This design comes from an exercise in tuning for small area, a short achievable clock period and few clock cycles per item on the open sky130 flow, not from production work. Where RTL was checked, it was by simulation tests only, not by an equivalence proof against the original.

Setup of rev 12:
==> module RSA_decrypt, before the edit <==
module RSA_decrypt #(parameter WIDTH = 8)(
    input                clk,
    input                rst_n,
    input                start,
    input  [2*WIDTH-1:0] c,
    input  [2*WIDTH-1:0] d,
    input  [2*WIDTH-1:0] n,
    output [2*WIDTH-1:0] m_decrypted,
    output reg           finish
);
localparam IDLE  = 3'd0;
localparam NORM  = 3'd1;
localparam STEP  = 3'd2;
localparam CONV  = 3'd3;
localparam SHIFT = 3'd4;
localparam OP_INIT = 2'd0;
localparam OP_SQ   = 2'd1;
localparam OP_MUL  = 2'd2;
localparam OP_FIX  = 2'd3;
reg  [2:0]  state;
reg  [1:0]  op;
reg  [16:0] r;       
reg  [15:0] a;       
reg  [15:0] nn;      
reg  [16:0] dd;      
reg  [3:0]  k;       
reg  [3:0]  j;       
reg         xb;      
reg         lst;     
reg  [18:0] ws, wc;  
reg         pend;    
assign m_decrypted = r[15:0];
wire [4:0]  eg   = ws[18:14] & wc[18:14];
wire [4:0]  ep   = ws[18:14] ^ wc[18:14];
wire [4:0]  ecy;
assign ecy[0] = 1'b0;
assign ecy[1] = eg[0];
assign ecy[2] = eg[1] | (ep[1] & eg[0]);
assign ecy[3] = eg[2] | (ep[2] & eg[1]) | (ep[2] & ep[1] & eg[0]);
assign ecy[4] = eg[3] | (ep[3] & eg[2]) | (ep[3] & ep[2] & eg[1]) | (ep[3] & ep[2] & ep[1] & eg[0]);
wire [4:0]  west = ep ^ ecy;
wire signed [4:0] ws5 = west;
wire        n14  = nn[14];
wire        qz_e = (west[4:1] == 4'b1111);           
wire        qp_e = !west[4];                         
wire        q2_e = n14 ? ((ws5 < -5'sd5) || (ws5 >= 5'sd4)) : ((ws5 < -5'sd4) || (ws5 >= 5'sd3));
wire        fixs = (op == OP_FIX);                   
wire        addn  = fixs ? r[16] : (!qz_e && !qp_e && !q2_e);    
wire        add2n = !fixs && !qp_e && q2_e;                      
wire        subn  = !fixs && qp_e && !q2_e;                      
wire        sub2n = !fixs && qp_e && q2_e;                       
wire [18:0] x1   = {ws[17:0], 1'b0};
wire [18:0] x2   = {wc[17:0], 1'b0};
wire [18:0] x3   = {{2{r[16]}}, r} & {19{xb}};
wire [18:0] s1   = x1 ^ x2 ^ x3;
wire [18:0] c1   = {(x1[17:0] & x2[17:0]) | (x1[17:0] & x3[17:0]) | (x2[17:0] & x3[17:0]), 1'b0};
wire [18:0] n2   = {2'b00, nn, 1'b0};
wire [18:0] n4   = {1'b0, nn, 2'b00};
wire [18:0] mm   = ({19{addn}} & n2) | ({19{add2n}} & n4) | ({19{subn}} & ~n2) | ({19{sub2n}} & ~n4);
wire [18:0] c1i  = {c1[18:2], pend, subn | sub2n};    
wire [18:0] p2   = s1 ^ c1i;
wire [18:0] g2   = s1 & c1i;
wire [18:0] o2   = s1 | c1i;
wire [18:0] s2   = p2 ^ mm;
wire [18:0] c2   = {(mm[17:0] & o2[17:0]) | g2[17:0], 1'b0};
wire [16:0] vsum = ws[17:1] + wc[17:1];
wire [3:0]  jend  = (op == OP_SQ) ? k : 4'd0;
wire [3:0]  jn    = j - 4'd1;
wire        xnext = (op == OP_SQ) ? r[jn] : (op == OP_MUL) ? a[jn] : 1'b0;
wire        dlast = (dd[15:0] == 16'h8000);
reg  [3:0]  amsb;
integer i;
always @(*) begin
    amsb = 4'd0;
    for (i = 0; i < 16; i = i + 1)
        if (a[i]) amsb = i;
end
wire        go_mul = (state == CONV) && (op != OP_FIX) && dd[16];
wire        go_fix = (state == CONV) && (op != OP_FIX) && !dd[16] && dlast;
wire        go_sq  = (state == CONV) && (op != OP_FIX) && !dd[16] && !dlast;
wire        cv     = (state == CONV) || (state == SHIFT);
wire        ldneg  = cv && go_sq && vsum[16];
wire        ldx1   = cv && (go_sq ? vsum[15] : go_mul ? a[amsb] : 1'b1);
wire [18:0] rx     = {{2{vsum[16]}}, vsum};
always @(posedge clk) begin
    if (state == STEP) begin
        ws   <= s2;
        wc   <= c2;
        pend <= 1'b0;
    end else begin
        ws   <= rx & {19{ldx1}};
        wc   <= {~rx[17:0], 1'b1} & {19{ldneg}};
        pend <= ldneg;
    end
end
always @(posedge clk or negedge rst_n) begin
    if (!rst_n) begin
        state  <= IDLE;
        finish <= 1'b0;
    end else begin
        finish <= 1'b0;
        case (state)
        IDLE:  if (start) state <= NORM;
        NORM:  if ((nn[15] | nn[14]) & (dd[16] | dd[15])) state <= STEP;
        STEP:  if (lst) state <= CONV;
        CONV:  begin
            if (op == OP_FIX) begin
                if (k == 4'd0) begin state <= IDLE; finish <= 1'b1; end
                else state <= SHIFT;
            end else state <= STEP;
        end
        SHIFT: if (k == 4'd1) begin state <= IDLE; finish <= 1'b1; end
        default: state <= IDLE;
        endcase
    end
end
always @(posedge clk) begin
    case (state)
    IDLE: begin                  
        r  <= {1'b0, c};
        a  <= c;
        nn <= n;
        dd <= {d, 1'b1};
        k  <= 4'd0;
    end
    NORM: begin
        if (!nn[15]) begin
            nn <= {nn[14:0], 1'b0};
            k  <= k + 4'd1;
        end
        if (!dd[16]) dd <= {dd[15:0], 1'b0};
        if ((nn[15] | nn[14]) & (dd[16] | dd[15])) begin
            dd[16] <= 1'b0;
            op     <= OP_INIT;
            j      <= k + {3'b000, !nn[15]};
            xb     <= 1'b1;
            lst    <= 1'b0;
        end
    end
    STEP: begin
        if (j == jend) begin
            lst <= 1'b1;
            xb  <= 1'b0;
        end else begin
            j   <= jn;
            xb  <= xnext;
        end
    end
    CONV: begin
        r <= vsum;
        if (go_mul) begin
            dd[16] <= 1'b0;
            op     <= OP_MUL;
            j      <= amsb - 4'd1;
            xb     <= (amsb != 4'd0) & a[amsb - 4'd1];
            lst    <= (amsb == 4'd0);
        end else if (go_fix) begin
            op     <= OP_FIX;
            xb     <= 1'b0;
            lst    <= 1'b1;
        end else if (go_sq) begin
            dd     <= {dd[15:0], 1'b0};
            op     <= OP_SQ;
            j      <= 4'd14;
            xb     <= vsum[14];
            lst    <= 1'b0;
        end
    end
    SHIFT: begin
        r <= vsum;
        k <= k - 4'd1;
    end
    default: ;
    endcase
end
endmodule
clock: 5.5 ns
lec_check: 0
abc_area: 1
cap_margin: 20
core_margin: 2
core_utilization: 40
cts_buf_list: sky130_fd_sc_hd__clkbuf_4 sky130_fd_sc_hd__clkbuf_8
setup_slack_margin: 2.3
slew_margin: 20
standard.sh (not shown) runs the stock make flow with config.mk's settings and CLKGATE_MAP_FILE= SYNTH_SCRIPT=/design/flow/synth_recipe.tcl, a recipe that flattens the netlist after the stock synthesis.
==> flow/flow/run.sh <==
#!/bin/bash
set -e
export BUFFER_PORTS_ARGS="-buffer_cell sky130_fd_sc_hd__buf_1"
bash standard.sh > standard.log 2>&1
Rev 12 | status: complete | timing, DRC, antenna: pass
Testbench counts of rev 12, summed over its fixed seeds: cycles 4,298, ops 12.
What rev 13 does differently from rev 12 at the input level:
--- a/flow/design.v
+++ b/flow/design.v
@@ -93,6 +93,35 @@
         pend <= ldneg;
     end
 end
+always @(posedge clk) begin
+    case (state)
+    NORM: begin
+        j   <= k + {3'b000, !nn[15]};
+        xb  <= 1'b1;
+        lst <= 1'b0;
+    end
+    CONV: begin
+        if (go_mul) begin
+            j   <= amsb - 4'd1;
+            xb  <= (amsb != 4'd0) & a[amsb - 4'd1];
+            lst <= (amsb == 4'd0);
+        end else if (go_sq) begin
+            j   <= 4'd14;
+            xb  <= vsum[14];
+            lst <= 1'b0;
+        end else begin
+            j   <= jn;
+            xb  <= 1'b0;
+            lst <= 1'b1;
+        end
+    end
+    default: begin
+        j   <= jn;
+        xb  <= (j != jend) & xnext;
+        lst <= (j == jend);
+    end
+    endcase
+end
 always @(posedge clk or negedge rst_n) begin
     if (!rst_n) begin
         state  <= IDLE;
@@ -132,18 +161,6 @@
         if ((nn[15] | nn[14]) & (dd[16] | dd[15])) begin
             dd[16] <= 1'b0;
             op     <= OP_INIT;
-            j      <= k + {3'b000, !nn[15]};
-            xb     <= 1'b1;
-            lst    <= 1'b0;
-        end
-    end
-    STEP: begin
-        if (j == jend) begin
-            lst <= 1'b1;
-            xb  <= 1'b0;
-        end else begin
-            j   <= jn;
-            xb  <= xnext;
         end
     end
     CONV: begin
@@ -151,19 +168,11 @@
         if (go_mul) begin
             dd[16] <= 1'b0;
             op     <= OP_MUL;
-            j      <= amsb - 4'd1;
-            xb     <= (amsb != 4'd0) & a[amsb - 4'd1];
-            lst    <= (amsb == 4'd0);
         end else if (go_fix) begin
             op     <= OP_FIX;
-            xb     <= 1'b0;
-            lst    <= 1'b1;
         end else if (go_sq) begin
             dd     <= {dd[15:0], 1'b0};
             op     <= OP_SQ;
-            j      <= 4'd14;
-            xb     <= vsum[14];
-            lst    <= 1'b0;
         end
     end
     SHIFT: begin
==> comparison <==
- Rev 13 | stages: all done | timing, DRC, antenna: all pass
- Taking rev 12 as the reference, in rev 13 synthesized-area fraction occupied by adder cells roughly the same; fraction of the core area covered by cells at the end of the flow higher.
- Taking rev 12 as the reference point, the area growth from synthesis to layout of rev 13 rises by 6.2 points.
- Comparing via count for rev 12 and rev 13, the smaller number came from rev 12.
- Rev 13 vs. rev 12: number of buffers inserted to repair setup after CTS rose by 4; final period utilization rose by 4.4 points; share of the final layout cell area in sequential cells fell by 1.9 points.
- Comparing total number of multi-input combinational cells for rev 12 and rev 13, the smaller number came from rev 12.
- After detailed routing, rev 12 needs less wire than rev 13.
- Start point of the critical path = wc[14]$_DFF_P_: rev 12; start point of the critical path = wc[16]$_DFF_P_: rev 13
- Rev 13 — minimum period implied by the final worst setup slack 0.24 ns higher, rev 12 as reference
- Looking at max-slew headroom at the worst pin across both flows, rev 13 is the stronger of the two, with rev 12 trailing.
- STATUS setup slack after layout: rev 13 loses against rev 12
- Any difference in largest stage delay on the critical path between rev 12 and rev 13 is small enough to ignore.
No functional check of the RTL was part of rev 13.

-- afterwards: timing with drivers on the ports --
The flow's constraints put no driver on any port. The routed layouts listed below were extracted and timed again, unchanged, in two steps. Step 1 (the two cells are an assumption about what drives the block):
set clk [get_ports {clk}]
set_driving_cell -lib_cell sky130_fd_sc_hd__clkbuf_16 $clk
set_driving_cell -lib_cell sky130_fd_sc_hd__buf_2 [delete_from_list [all_inputs] $clk]
Step 2 also shifts input and output timing later by t, the mid clock arrival at the registers, as if the neighbouring blocks saw the same clock. a / b / c = no drivers / after step 1 / after step 2; a / b = the first two.
run | t, ns | setup slack, ns | worst slew at a driven data input, ns
rev 12 | 0.485 | 2.484 / 2.484 / 2.484 | 0.04
rev 13 | 0.492 | 2.241 / 2.241 / 2.241 | 0.04
After both steps every run listed still meets setup and hold.
